This design comes from an exercise in tuning for small area and few clock cycles on the open sky130 flow, not from production work.
Only simulation tests tie the RTL to the original design; equivalence was not proved.
The clock cells of runs 1 and 2 come from the design's own scripts or RTL, not from TritonCTS.
No driver is modelled on the clock port, so clock power and skew are understated where the tree is cut down; a real chip needs a root buffer or a tree.
No activity file was given, so power comes from the tool's default toggle rates.

<file path="flow/standard.sh">
#!/bin/bash
# synth_recipe.tcl (not shown) runs the flow's synth.tcl, then flattens the netlist and writes it again
# the make line also repeats each setting of config.mk as NAME=value (left out here)
make -C /OpenROAD-flow-scripts/flow DESIGN_CONFIG=/design/flow/config.mk WORK_HOME=/design/flow/orfs CLKGATE_MAP_FILE= SYNTH_SCRIPT=/design/flow/synth_recipe.tcl "${@:-finish}"
</file>
<file path="flow/design.v">
module Fetch (
    input  logic        clk,
    input  logic        reset,
    input  logic        redirect_valid,
    input  logic [31:0] redirect_pc,
    input  logic        advance,       
    output logic [31:0] pc_o
);
    logic [31:2] pc;
    logic [31:2] pc_d;
    logic s1, s0;
    assign s1 = redirect_valid & !reset;
    assign s0 = !redirect_valid & !reset;
    localparam NB = 3;
    logic [NB:0] bc;        
    logic [32:2] c;         
    assign bc[0] = advance;
    genvar b, i;
    generate
        for (b = 0; b < NB; b = b + 1) begin : g_blk
            localparam int S = 2 + 10*b;
            localparam int E = (S + 9 > 31) ? 31 : S + 9;
            assign c[S] = bc[b];
            for (i = S; i <= E; i = i + 1) begin : g_bit
                logic co;
                if (i < E) begin : g_mid
                    pc_bit u_bit (
                        .p (pc[i]),
                        .c (c[i]),
                        .r (redirect_pc[i]),
                        .s1(s1),
                        .s0(s0),
                        .d (pc_d[i]),
                        .co(co)
                    );
                end else begin : g_last
                    pc_bit_last u_bit (
                        .p (pc[i]),
                        .c (c[i]),
                        .r (redirect_pc[i]),
                        .s1(s1),
                        .s0(s0),
                        .d (pc_d[i])
                    );
                    assign co = 1'b0;
                end
                if (i < E) begin : g_c
                    assign c[i+1] = co;
                end
            end
            assign bc[b+1] = bc[b] & (&pc[E:S]);
        end
    endgenerate
    always_ff @(posedge clk) pc <= pc_d;
    assign pc_o = {pc, 2'b00};
endmodule
module pc_bit (
    input  logic p,
    input  logic c,
    input  logic r,
    input  logic s1,
    input  logic s0,
    output logic d,
    output logic co
);
    assign co = p & c;
    assign d  = (s1 & r) | (s0 & (p ^ c));
endmodule
module pc_bit_last (
    input  logic p,
    input  logic c,
    input  logic r,
    input  logic s1,
    input  logic s0,
    output logic d
);
    assign d = (s1 & r) | (s0 & (p ^ c));
endmodule
module decode (
    input  logic [31:0] inst,
    output logic [4:0]  rs1,
    output logic [4:0]  rs2,
    output logic [4:0]  rd,
    output logic [31:0] imm,
    output logic        ALUSrc,
    output logic [2:0]  ALUOp,
    output logic        branch,
    output logic        jump,
    output logic        MemRead,
    output logic        MemWrite,
    output logic        RegWrite,
    output logic        MemToReg
);
    logic lui, itype, store, br, sb, sext, rs1_en, rs2_en, mid_en;
    dec_ctrl u_ctrl (
        .op      (inst[6:0]),
        .f3      (inst[14:12]),
        .i31     (inst[31]),
        .lui     (lui),
        .itype   (itype),
        .store   (store),
        .br      (br),
        .sb      (sb),
        .sext    (sext),
        .rs1_en  (rs1_en),
        .rs2_en  (rs2_en),
        .mid_en  (mid_en),
        .ALUSrc  (ALUSrc),
        .ALUOp   (ALUOp),
        .branch  (branch),
        .jump    (jump),
        .MemRead (MemRead),
        .MemWrite(MemWrite),
        .RegWrite(RegWrite),
        .MemToReg(MemToReg)
    );
    dec_mask #(5) u_rd  (.a(inst[11:7]),  .en(RegWrite), .o(rd));
    dec_mask #(5) u_rs1 (.a(inst[19:15]), .en(rs1_en),   .o(rs1));
    dec_mask #(5) u_rs2 (.a(inst[24:20]), .en(rs2_en),   .o(rs2));
    dec_mask_or #(20) u_imm_hi (.a(inst[31:12]), .en(lui), .s(sext), .o(imm[31:12]));
    dec_sel2 #(1) u_imm_11 (.a(inst[31]), .ea(ALUSrc), .b(inst[7]), .eb(br),
                            .o(imm[11]));
    dec_mask #(6) u_imm_mid (.a(inst[30:25]), .en(mid_en), .o(imm[10:5]));
    dec_sel2 #(4) u_imm_lo (.a(inst[24:21]), .ea(itype), .b(inst[11:8]), .eb(sb),
                            .o(imm[4:1]));
    dec_sel2 #(1) u_imm_0 (.a(inst[20]), .ea(itype), .b(inst[7]), .eb(store),
                           .o(imm[0]));
endmodule
module dec_mask #(
    parameter W = 1
) (
    input  logic [W-1:0] a,
    input  logic         en,
    output logic [W-1:0] o
);
    assign o = a & {W{en}};
endmodule
module dec_mask_or #(
    parameter W = 1
) (
    input  logic [W-1:0] a,
    input  logic         en,
    input  logic         s,
    output logic [W-1:0] o
);
    assign o = (a & {W{en}}) | {W{s}};
endmodule
module dec_sel2 #(
    parameter W = 1
) (
    input  logic [W-1:0] a,
    input  logic         ea,
    input  logic [W-1:0] b,
    input  logic         eb,
    output logic [W-1:0] o
);
    assign o = (a & {W{ea}}) | (b & {W{eb}});
endmodule
module dec_ctrl (
    input  logic [6:0] op,
    input  logic [2:0] f3,
    input  logic       i31,
    output logic       lui,
    output logic       itype,      
    output logic       store,
    output logic       br,
    output logic       sb,         
    output logic       sext,       
    output logic       rs1_en,
    output logic       rs2_en,
    output logic       mid_en,     
    output logic       ALUSrc,
    output logic [2:0] ALUOp,
    output logic       branch,
    output logic       jump,
    output logic       MemRead,
    output logic       MemWrite,
    output logic       RegWrite,
    output logic       MemToReg
);
    logic v, o6, o5, o4, o2;
    assign v  = op[1] & op[0] & !op[3];
    assign o6 = op[6];
    assign o5 = op[5];
    assign o4 = op[4];
    assign o2 = op[2];
    logic opi, opr, load, jalr, n62, b11;
    assign n62   = v & !o6 & !o2;                  
    assign b11   = v & o6 & o5 & !o4;              
    assign lui   = v & !o6 & o5 & o4 & o2;
    assign opi   = n62 & !o5 & o4;
    assign opr   = n62 & o5 & o4;
    assign load  = n62 & !o5 & !o4;
    assign store = n62 & o5 & !o4;
    assign br    = b11 & !o2;
    assign jalr  = b11 & o2;
    assign itype  = (n62 & !o5) | jalr;
    assign sb     = v & o5 & !o4 & !o2;
    assign sext   = i31 & ((opi & (f3 != 3'b110)) | load | b11 | store);
    assign rs1_en = n62 | b11;
    assign rs2_en = (n62 & o5) | br;
    assign mid_en = (n62 & !opr) | b11;
    assign RegWrite = (n62 & !store) | lui | jalr;
    assign ALUSrc   = (n62 & !opr) | jalr;
    assign MemRead  = load;
    assign MemToReg = load;
    assign MemWrite = store;
    assign jump     = jalr;
    assign branch   = br & (f3 == 3'b001);
    assign ALUOp[2] = !(n62 | br);
    assign ALUOp[1] = !(lui | opr | load | store | jalr);
    assign ALUOp[0] = !(lui | opi | load | store);
endmodule
module frontend (
    input  logic        clk,
    input  logic        reset,
    input  logic        redirect_valid,
    input  logic [31:0] redirect_pc,
    output logic [8:0]  icache_addr,
    input  logic [31:0] icache_rdata,
    output logic        valid_out,
    input  logic        ready_out,
    output logic [31:0] pc_out,
    output logic [4:0]  rs1,
    output logic [4:0]  rs2,
    output logic [4:0]  rd,
    output logic [31:0] imm,
    output logic        ALUSrc,
    output logic [2:0]  ALUOp,
    output logic        branch,
    output logic        jump,
    output logic        MemRead,
    output logic        MemWrite,
    output logic        RegWrite,
    output logic        MemToReg
);
    Fetch u_fetch (
        .clk           (clk),
        .reset         (reset),
        .redirect_valid(redirect_valid),
        .redirect_pc   (redirect_pc),
        .advance       (ready_out),
        .pc_o          (pc_out)
    );
    assign icache_addr = pc_out[10:2];
    assign valid_out   = !reset;
    decode u_decode (
        .inst    (icache_rdata),
        .rs1     (rs1),
        .rs2     (rs2),
        .rd      (rd),
        .imm     (imm),
        .ALUSrc  (ALUSrc),
        .ALUOp   (ALUOp),
        .branch  (branch),
        .jump    (jump),
        .MemRead (MemRead),
        .MemWrite(MemWrite),
        .RegWrite(RegWrite),
        .MemToReg(MemToReg)
    );
endmodule
</file>
<file path="flow/config.mk">
export PLATFORM = sky130hd
export DESIGN_NAME = frontend
export DESIGN_NICKNAME = frontend
export VERILOG_FILES = /design/flow/design.v
export SDC_FILE = /design/flow/constraint.sdc
export NUM_CORES = 4
export LEC_CHECK = 0
export CAP_MARGIN = 0
export CORE_MARGIN = 2
export CORE_UTILIZATION = 60
export SLEW_MARGIN = 0
export SYNTH_HIERARCHICAL = 1
</file>
<file path="flow/flow/run.sh">
#!/bin/bash
# Standard ORFS layout with four changes:
#  - synthesis maps the logic with ABC script flow/abc_deep.script (deepsyn
#    restructuring, then area-aware mapping) in place of ORFS's
#    abc_speed.script; everything else in synthesis is the standard
#    synthesis (synth_recipe.tcl), so the registers are the same;
#  - the port buffers are the smallest buffer (buf_1) instead of the cell
#    buffer_ports picks on its own;
#  - the clock is distributed by a single buf_12 (flow/clock_buffer.tcl)
#    instead of TritonCTS's H-tree: the design has only 30 flip-flops.
# The ORFS scripts are used from a private copy with those two scripts
# changed. Each step's full log is in orfs/logs/; this script's own output
# goes to standard.log.
set -euo pipefail
here=$(pwd)

rm -rf "$here/scripts"
cp -r "$FLOW_HOME/scripts" "$here/scripts"
cp "$here/flow/abc_deep.script" "$here/scripts/abc_speed.script"
sed -i "s|^log_cmd clock_tree_synthesis .*|source $here/flow/clock_buffer.tcl|" "$here/scripts/cts.tcl"
grep -q "clock_buffer.tcl" "$here/scripts/cts.tcl"

export SCRIPTS_DIR="$here/scripts"
export BUFFER_PORTS_ARGS="-buffer_cell sky130_fd_sc_hd__buf_1"
bash standard.sh > standard.log 2>&1
</file>
<file path="flow/flow/abc_deep.script">
strash
&get -n
&deepsyn -T 3
&dch
&nf
&put
topo
stime -c
</file>
<file path="flow/constraint.sdc">
create_clock -name core_clock -period 4.0 [get_ports {clk}]
set_input_delay 0.8000 -clock core_clock [delete_from_list [all_inputs] [get_ports {clk}]]
set_output_delay 0.8000 -clock core_clock [all_outputs]
set_load 0.01 [all_outputs]
</file>
<file path="flow/flow/clock_buffer.tcl">
# Clock "tree" for a design with a few dozen flip-flops: one buf_12 at the
# centre of the flip-flops drives every clock pin; the clock port drives only
# that buffer. Sourced by cts.tcl in place of clock_tree_synthesis.
set block [ord::get_db_block]
set sx 0.0
set sy 0.0
set n 0
foreach inst [$block getInsts] {
  if { [[$inst getMaster] isSequential] } {
    set bb [$inst getBBox]
    set sx [expr { $sx + ([$bb xMin] + [$bb xMax]) / 2.0 }]
    set sy [expr { $sy + ([$bb yMin] + [$bb yMax]) / 2.0 }]
    incr n
  }
}
set dbu [$block getDbUnitsPerMicron]
set x [expr { $sx / $n / $dbu }]
set y [expr { $sy / $n / $dbu }]
puts "clock_buffer: $n flip-flops, buffer at ($x, $y) um"
set clk_port [get_full_name [get_property [lindex [all_clocks] 0] sources]]
set clk_net [[$block findBTerm $clk_port] getNet]
insert_buffer -buffer_cell sky130_fd_sc_hd__buf_12 -net [$clk_net getName] \
  -location [list $x $y] -buffer_name clkbuf_root -net_name clknet_root
# mark the port's net and the buffer's output net as clock nets
set clk_net [[$block findBTerm $clk_port] getNet]
$clk_net setSigType CLOCK
foreach it [$clk_net getITerms] {
  foreach o [[$it getInst] getITerms] {
    if { [$o isOutputSignal] && [$o getNet] ne "NULL" } {
      [$o getNet] setSigType CLOCK
      puts "clock_buffer: [[$it getInst] getName] drives [llength [[$o getNet] getITerms]] pins"
    }
  }
}
set_propagated_clock [all_clocks]
</file>
==> results of run 1 <==
==> power breakdown <==
group          leakage (uW)  switching, uW  total (uW)  internal [uW]
sequential         0.000248           16.1         333            317
combinational      0.000992           73.0         126           53.4
clock            0.00000940           74.6         116           40.9
==> metrics by stage <==
stage	utilization, %	instance area (sq um)	power [uW]
global placement	82.07	2485	461.6
detailed placement	82.07	2485	465.6
CTS	82.73	2505	574.9
global route	82.73	2505	603.4
finish	82.73	2505	575.1
floorplan	-	1892	408.3
==> placed cells by master (no fill, tap or decap), types with 3 or more instances in the layout <==
master / Yosys / routed
a21o_1: 21 / 21
a22o_1: 36 / 36
and2_0: 24 / 24
buf_1: 0 / 162
buf_4: 13 / 3
clkinv_1: 3 / 3
dfxtp_1: 30 / 30
ha_1: 27 / 27
nand4_1: 4 / 4
nor2_1: 7 / 6
nor3_1: 8 / 8
xor2_1: 3 / 3
==> worst reg2reg max path: stages, from the launching register on <==
cell     delay (ps)
dfxtp_1         370
nand4_1         100
nor3_1           80
and2_0          140
ha_1            200
ha_1            200
ha_1            200
ha_1            190
ha_1            190
ha_1            190
ha_1            200
ha_1            200
ha_1            200
xor2_1          160
a22o_1          190
==> worst paths after layout <==
check                                      from  slack (ps)              to
worst max-delay path            icache_rdata[3]         400         imm[24]
worst min register to register   u_fetch.pc[24]         610  u_fetch.pc[24]
worst max register to register    u_fetch.pc[6]        1100  u_fetch.pc[31]
worst min-delay path             u_fetch.pc[24]         610  u_fetch.pc[24]
==> layout make-up, without the clock buffers <==
class | count | area (sq um)
Sequential cell | 30 | 600.6
Tap cell | 44 | 55.05
Fill cell | 226 | 523.0
Timing Repair Buffer | 165 | 630.6
Inverter | 3 | 11.26
Multi-Input combinational cell | 147 | 1187
==> Yosys stat by module, one instance, submodules excluded, excerpt <==
module,cells,flip-flops and latches,copies in the design
dec_ctrl,31,0,1
Fetch,44,30,1
frontend,10,0,1
pc_bit_last,2,0,3
pc_bit,2,0,27
==> per-layer routing <==
| layer | vias up | track usage (%) | part of all wire [%] |
|---|---|---|---|
| met4 | 0 | 3.810 | 1.2 |
| met5 | - | 0 | 0 |
| met1 | 941 | 35.80 | 42 |
| met3 | 8 | 3.896 | 8.5 |
| li1 | 1021 | - | - |
| met2 | 113 | 46.89 | 49 |
==> kinds of logic (layout without fill, tap and decap cells) <==
| group | count (synthesis) | in the layout | synth area share [%] |
|---|---|---|---|
| compound gates | 61 | 61 | 26.64 |
| xor+xnor | 3 | 3 | 1.392 |
| fa+ha+maj | 27 | 27 | 17.89 |
| buf+inv | 16 | 169 | 5.765 |
| flops | 30 | 30 | 31.81 |
| other cells | 1 | 2 | 0.1986 |
| simple gates | 54 | 54 | 16.30 |
==> flow_summary.json, run 1 <==
{
  "synth_warnings": 7,
  "avgSynthCellArea_sq_um": 9.834,
  "via_per_inst": 5.341,
  "finalMaxSlewViolations": 0,
  "syn-cell-area_sq_um": 1888,
  "yosysMostFrequentCell": "a22o_1",
  "arrival_ps": 2800,
  "grt_pass1_wl_um": 7665,
  "wl_per_cell_um": 13.44,
  "setup_viol": 0,
  "peakVddDrop_mv": 0.1793,
  "die_h_um": 60.10,
  "path_delay_family": "simple AND/OR/NAND/NOR gates",
  "dp.cells": 389,
  "fp.dieArea_sq_um": 3611,
  "setup-tns-final_ps": 0,
  "fin_ws_ps": 401.4,
  "synth-seq-area-share_pct": 31.81,
  "hold_ws_ps": 605.1,
  "start_util_pct": 62.36,
  "crit_type": "input port to primary output",
  "worstSetupEndpointType": "primary output",
  "fmax_mhz": 277.9,
  "synthArstFlopShare_pct": 0,
  "cts_hold_buf": 0,
  "num_vias": 2083,
  "worst_pin_slew_ps": 1169,
  "nets": 443,
  "reg.largest.list": "u_fetch.pc: 30 flops",
  "post_cts_buffers": 0,
  "worst-path-buf-inv": 2,
  "area_delta_synth_final_pct": 32.67,
  "dp_slack_ps": 436.0,
  "rsz0062_at_grt": "no",
  "path_cells": "buf_1 -> nand3b_1 -> nor3_1 -> a221o_1 -> and3_1 -> a21o_1 -> buf_1",
  "synth_cells": 192,
  "grt_util_all_layers_pct": 26.91,
  "dp_hpwl_um": 4299,
  "drive_gt1_share_pct": 1.734,
  "hold_depth": 2,
  "path_clk_slew_ps": 110,
  "clk_latency_ps": 140,
  "grt_start_max_net_pins": 31,
  "yosys-top-cells-area": "dfxtp_1, ha_1, a22o_1, a21o_1, and2_0",
  "cap_violations": 0,
  "regMostFlops": "u_fetch.pc",
  "yosys.area.top_type": "dfxtp_1",
  "grt_pass1_vias": 1741,
  "hp-class": "flip-flop to flip-flop",
  "min_period_ps": 3599,
  "n_antenna_cell": 0,
  "fin_crit_sh_pct": 89.96,
  "cpMostUsedCell": "buf_1",
  "synth_seq_cells": 30,
  "fin_skew_ps": 5.311,
  "largest_reg_flops": 30,
  "reg2regPathDepth": 14,
  "drtIter0Drc": 98,
  "cp_max_fo": 20,
  "overflow": 0,
  "die_w_um": 60.10,
  "slew-limit-headroom_pct": 22.00,
  "core_area_sq_um": 3028,
  "cp-start-kind": "input port",
  "cts_resized": 0,
  "cp.required_ps": 3200,
  "route.detailed.drc": 0,
  "io_buffers": 162,
  "rows": 20,
  "fin_cells": 390,
  "io_pins": 167,
  "synth.cells.most_frequent": "a22o_1, dfxtp_1, ha_1",
  "dr.pass1.iters": 4,
  "p_leak_uw": 0.001249,
  "finalHoldViolCount": 0,
  "synth_edf_count": 0,
  "synth-main-ff-cell": "dfxtp_1",
  "postRouteAntennaNets": 0,
  "powerDensity_nw_per_um2": 229.6,
  "status": "timing/DRC/antenna clean",
  "slowest_delay_ps": 660,
  "slowest_stage": "and3_1",
  "cp.depth": 7,
  "antenna_found_initial": 0,
  "synth_cell_types": 25,
  "drt-total-wl_um": 5242,
  "gp_congestion": 0.9000,
  "synth_top_area_share_pct": 31.81
}
Testbench counts, summed over its fixed seeds: cycles 30,511.
==> inputs of run 2 (changes only) <==
--- a/flow/config.mk
+++ b/flow/config.mk
@@ -7,6 +7,6 @@
 export LEC_CHECK = 0
-export CAP_MARGIN = 0
+export CAP_MARGIN = 20
 export CORE_MARGIN = 2
-export CORE_UTILIZATION = 60
-export SLEW_MARGIN = 0
+export CORE_UTILIZATION = 40
+export SLEW_MARGIN = 20
 export SYNTH_HIERARCHICAL = 1
==> flow_summary.json, run 2 <==
{
  "p_leak_uw": 0.001265,
  "route.detailed.drc": 0,
  "synth-simple-area-share_pct": 16.30,
  "synth_cells": 192,
  "arrival_ps": 2500,
  "synth_warnings": 7,
  "reg.largest.list": "u_fetch.pc: 30 flops",
  "path_cells": "buf_1 -> nand2b_1 -> nor3_1 -> buf_4 -> a221o_1 -> and3_1 -> buf_4 -> a21o_1 -> buf_1",
  "drt-total-wl_um": 5507,
  "yosys-top-cells-area": "dfxtp_1, ha_1, a22o_1, a21o_1, and2_0",
  "dp_hpwl_um": 4578,
  "powerDensity_nw_per_um2": 228.1,
  "fin_cells": 401,
  "yosysMostFrequentCell": "a22o_1",
  "slowest_delay_ps": 340,
  "wl_per_cell_um": 13.73,
  "setup_viol": 0,
  "gp_congestion": 0.8767,
  "rows": 24,
  "synth-xor-area-share_pct": 1.392,
  "drtIter0Drc": 52,
  "synth.cells.most_frequent": "a22o_1, dfxtp_1, ha_1",
  "synth_top_area_share_pct": 31.81,
  "synth_compound_area_share_pct": 26.64,
  "synth_top_family_by_area": "compound AO/OA/AOI/OAI gates",
  "synth-main-ff-cell": "dfxtp_1",
  "path_clk_slew_ps": 120,
  "synthMuxAreaShare_pct": 0,
  "synth_cell_types": 25,
  "dp_slack_ps": 525.3,
  "die_w_um": 72.71,
  "postPlaceCellArea_sq_um": 2517,
  "grt_start_max_net_pins": 31,
  "core_area_sq_um": 4444,
  "cp-start-kind": "input port",
  "dr.pass1.iters": 4,
  "regMostFlops": "u_fetch.pc",
  "fmax_mhz": 303.3,
  "finalMaxSlewViolations": 0,
  "synth_seq_cells": 30,
  "overflow": 0,
  "cap_violations": 0,
  "nets": 446,
  "via_per_inst": 5.125,
  "grt_pass1_wl_um": 8700,
  "drive_gt1_share_pct": 2.579,
  "dp.cells": 400,
  "synthArstFlopShare_pct": 0,
  "hp-class": "flip-flop to flip-flop",
  "grt_pass1_vias": 1978,
  "area_delta_synth_final_pct": 34.39,
  "fin_util_pct": 57.09,
  "wl_met2_um": 2785,
  "antenna_found_initial": 0,
  "synthAdderAreaFrac_pct": 17.89,
  "synth-seq-area-share_pct": 31.81,
  "cts_hold_buf": 0,
  "clk_latency_ps": 150,
  "n_antenna_cell": 0,
  "start_util_pct": 42.48,
  "post_cts_buffers": 0,
  "worstSetupEndpointType": "primary output",
  "final_common_cell": "buf_1",
  "crit_type": "input port to primary output",
  "fin_crit_sh_pct": 82.44,
  "num_vias": 2055,
  "cts_resized": 0,
  "cp.required_ps": 3200,
  "setup-tns-final_ps": 0,
  "postRouteAntennaNets": 0,
  "drt-met1-wl_um": 2300,
  "fp.dieArea_sq_um": 5286,
  "fin_ws_ps": 702.6,
  "status": "timing/DRC/antenna clean",
  "r2r_setup_slack_ps": 1080,
  "final_cell_area_sq_um": 2537,
  "top_layer_used": "met4",
  "avgSynthCellArea_sq_um": 9.834,
  "die_h_um": 72.71,
  "cp_max_fo": 19,
  "layout.cells.most_common_list": "buf_1, a22o_1, dfxtp_1, ha_1, and2_0",
  "slowest_stage": "a221o_1",
  "min_period_ps": 3297,
  "io_buffers": 162,
  "rsz0062_at_grt": "no",
  "yosys.area.top_type": "dfxtp_1",
  "fin_skew_ps": 8.116,
  "io_pins": 167,
  "syn-cell-area_sq_um": 1888,
  "finalHoldViolCount": 0,
  "largest_reg_flops": 30,
  "dr_wl_met3_um": 394,
  "peakVddDrop_mv": 0.1843,
  "grt_util_all_layers_pct": 19.61,
  "synth_edf_count": 0
}
[run 2: cell counts after synthesis]
Identical to the previous run, type by type.
[run 2: worst paths after layout]
| check | startpoint | to | depth (start not counted) |
|---|---|---|---|
| min reg2reg | u_fetch.pc[28] | u_fetch.pc[28] | 2 |
| max reg2reg | u_fetch.pc[5] | u_fetch.pc[31] | 14 |
| min | u_fetch.pc[28] | u_fetch.pc[28] | 2 |
| max | icache_rdata[4] | imm[15] | 9 |
[run 2: modules after synthesis, one instance, submodules excluded, excerpt]
module | flops+latches | cell area, sq um | copies in the design
Fetch | 30 | 679.4 | 1
dec_ctrl | 0 | 176.4 | 1
frontend | 0 | 71.32 | 1
pc_bit | 0 | 21.27 | 27
pc_bit_last | 0 | 17.52 | 3
[run 2: kinds of logic after synthesis]
group / after synthesis
buf+inv: 16
xor+xnor: 3
simple gates: 54
fa+ha+maj: 27
compound gates: 61
other cells: 1
flops: 30
[run 2: area by class of cell, without the clock buffers]
cell class / instances / area, sq um
Sequential cell: 30 / 600.6
Inverter: 3 / 11.26
Multi-Input combinational cell: 147 / 1187
Tap cell: 52 / 65.06
Timing Repair Buffer: 168 / 653.1
Fill cell: 425 / 1907
[run 2: metal layers]
metal  up-vias  track usage [%]
met2        96            38.28
met1       927            23.77
met5         -                0
met4         0           0.6173
met3         2            2.762
li1       1030                -
[run 2: worst max-delay path, delay by kind of cell]
family	cells	cell delay, ps
simple gates	3	490
compound gates	2	510
buf+inv	4	690
[run 2: metrics by stage]
stage	total power (uW)	hold WS (ps)
detailed placement	468.8	578.1
floorplan	408.3	603.3
CTS	584.8	607.2
global placement	467.3	568.7
finish	578.8	597.7
global route	612.8	624.5
[run 2: power breakdown]
part	switching (uW)	internal [uW]	leakage, uW
Clock	77.1	40.9	0.00000940
Sequential	14.9	317	0.000248
Combinational	74.2	54.5	0.00101
==> inputs of run 3 (changes only) <==
--- a/flow/flow/run.sh
+++ b/flow/flow/run.sh
@@ -8,3 +8,3 @@
 #    buffer_ports picks on its own;
-#  - the clock is distributed by a single buf_12 (flow/clock_buffer.tcl)
+#  - the clock is distributed by a single clkbuf_8 (flow/clock_buffer.tcl)
 #    instead of TritonCTS's H-tree: the design has only 30 flip-flops.
==> flow/flow/clock_buffer.tcl (replaced) <==
# Clock "tree" for a design with a few dozen flip-flops: one clkbuf_8 at the
# centre of the flip-flops drives every clock pin; the clock port drives only
# that buffer. Sourced by cts.tcl in place of clock_tree_synthesis.
set block [ord::get_db_block]
set sx 0.0
set sy 0.0
set n 0
foreach inst [$block getInsts] {
  if { [[$inst getMaster] isSequential] } {
    set bb [$inst getBBox]
    set sx [expr { $sx + ([$bb xMin] + [$bb xMax]) / 2.0 }]
    set sy [expr { $sy + ([$bb yMin] + [$bb yMax]) / 2.0 }]
    incr n
  }
}
set dbu [$block getDbUnitsPerMicron]
set x [expr { $sx / $n / $dbu }]
set y [expr { $sy / $n / $dbu }]
puts "clock_buffer: $n flip-flops, buffer at ($x, $y) um"
set clk_port [lindex [get_property [lindex [all_clocks] 0] sources] 0]
set clk_net [get_name [get_nets -of_objects $clk_port]]
insert_buffer -buffer_cell sky130_fd_sc_hd__clkbuf_8 -net $clk_net \
  -location [list $x $y] -buffer_name clkbuf_root -net_name clknet_root
foreach name [list $clk_net clknet_root] {
  [$block findNet $name] setSigType CLOCK
}
set_propagated_clock [all_clocks]
==> flow_summary.json, run 3 <==
{
  "dp_hpwl_um": 4578,
  "avgSynthCellArea_sq_um": 9.834,
  "rows": 24,
  "lastStage": "clock tree synthesis",
  "synth-main-ff-cell": "dfxtp_1",
  "synth_edf_count": 0,
  "die_w_um": 72.71,
  "yosysMostFrequentCell": "a22o_1",
  "synth_warnings": 7,
  "gp_congestion": 0.8767,
  "tool.error": "[ERROR STA-2204] get_property NULL is not an object.",
  "postPlaceCellArea_sq_um": 2517,
  "start_util_pct": 42.48,
  "yosys.area.top_type": "dfxtp_1",
  "synth_cell_types": 25,
  "synth_top_area_share_pct": 31.81,
  "io_buffers": 162,
  "synth-seq-area-share_pct": 31.81,
  "synth.cells.most_frequent": "a22o_1, dfxtp_1, ha_1",
  "synth_seq_cells": 30,
  "die_h_um": 72.71,
  "syn-cell-area_sq_um": 1888,
  "status": "stopped before the end",
  "synth_cells": 192,
  "synthArstFlopShare_pct": 0,
  "yosys-top-cells-area": "dfxtp_1, ha_1, a22o_1, a21o_1, and2_0",
  "io_pins": 167
}
==> run 3: per-stage QoR <==
stage          hold slack [ps]  util, %  std cells  setup WS (ps)  total power (uW)
2_1_floorplan            603.3        -        193          788.8             408.3
3_3_place_gp             568.7    56.64        400          577.0             467.3
3_5_place_dp             578.1    56.64        400          525.3             468.8
==> run 3: worst max-delay path by stage <==
stage	start	cells past startpoint	endpoint	slack (ps)
after detailed placement	ready_out	15	u_fetch.pc[31]	530
after global placement	ready_out	15	u_fetch.pc[31]	580
after floorplan	icache_rdata[3]	5	imm[12]	790
==> run 3: power by group through the flow <==
stage                     clock, uW  sequential, uW  combinational [uW]
after detailed placement          0             339                 130
after global placement            0             339                 129
after floorplan                   0             345                62.9
==> run 3: kinds of logic after synthesis <==
family,count (synthesis),synth area share (%)
DFF,30,31.81
AOI/OAI and AO/OA,61,26.64
buffers and inverters,16,5.765
xor gates and xnor gates,3,1.392
and+or+nand+nor,54,16.30
other,1,0.1986
adders and majority gates,27,17.89
==> run 3: Yosys stat by module (local to each module, per instance), excerpt <==
module       cell area [sq um]  times used
pc_bit_last              17.52           3
Fetch                    679.4           1
pc_bit                   21.27          27
dec_ctrl                 176.4           1
frontend                 71.32           1

## what the ideal ports hide
No port has a modelled driver above. Below, the same layouts with a new extraction and two added sets of constraints. Step 1: set_driving_cell puts a clkbuf_16 on clk and a buf_2 on each other input, an assumption about the parent block. Step 2 adds t to the input delays and takes it off the output delays; t is the mean of the earliest and latest rising clock arrival at the registers after step 1. Input paths then give back, and output paths get back, about the clock's delay inside the block. Three values: no drivers, after step 1, after step 2; two values: the first two.
run	shift t [ns]	setup slack, ns	clock arrival spread, ns	worst register clock-pin slew, ns
run 1	0.173	0.401 / 0.380 / 0.380	0.005 / 0.005	0.11 / 0.11
run 2	0.175	0.703 / 0.677 / 0.547	0.008 / 0.008	0.12 / 0.12
After both steps every run listed still meets setup and hold. The setup slack of run 2, which loses most, moves by -0.026 ns with the drivers and by -0.156 ns with both steps.
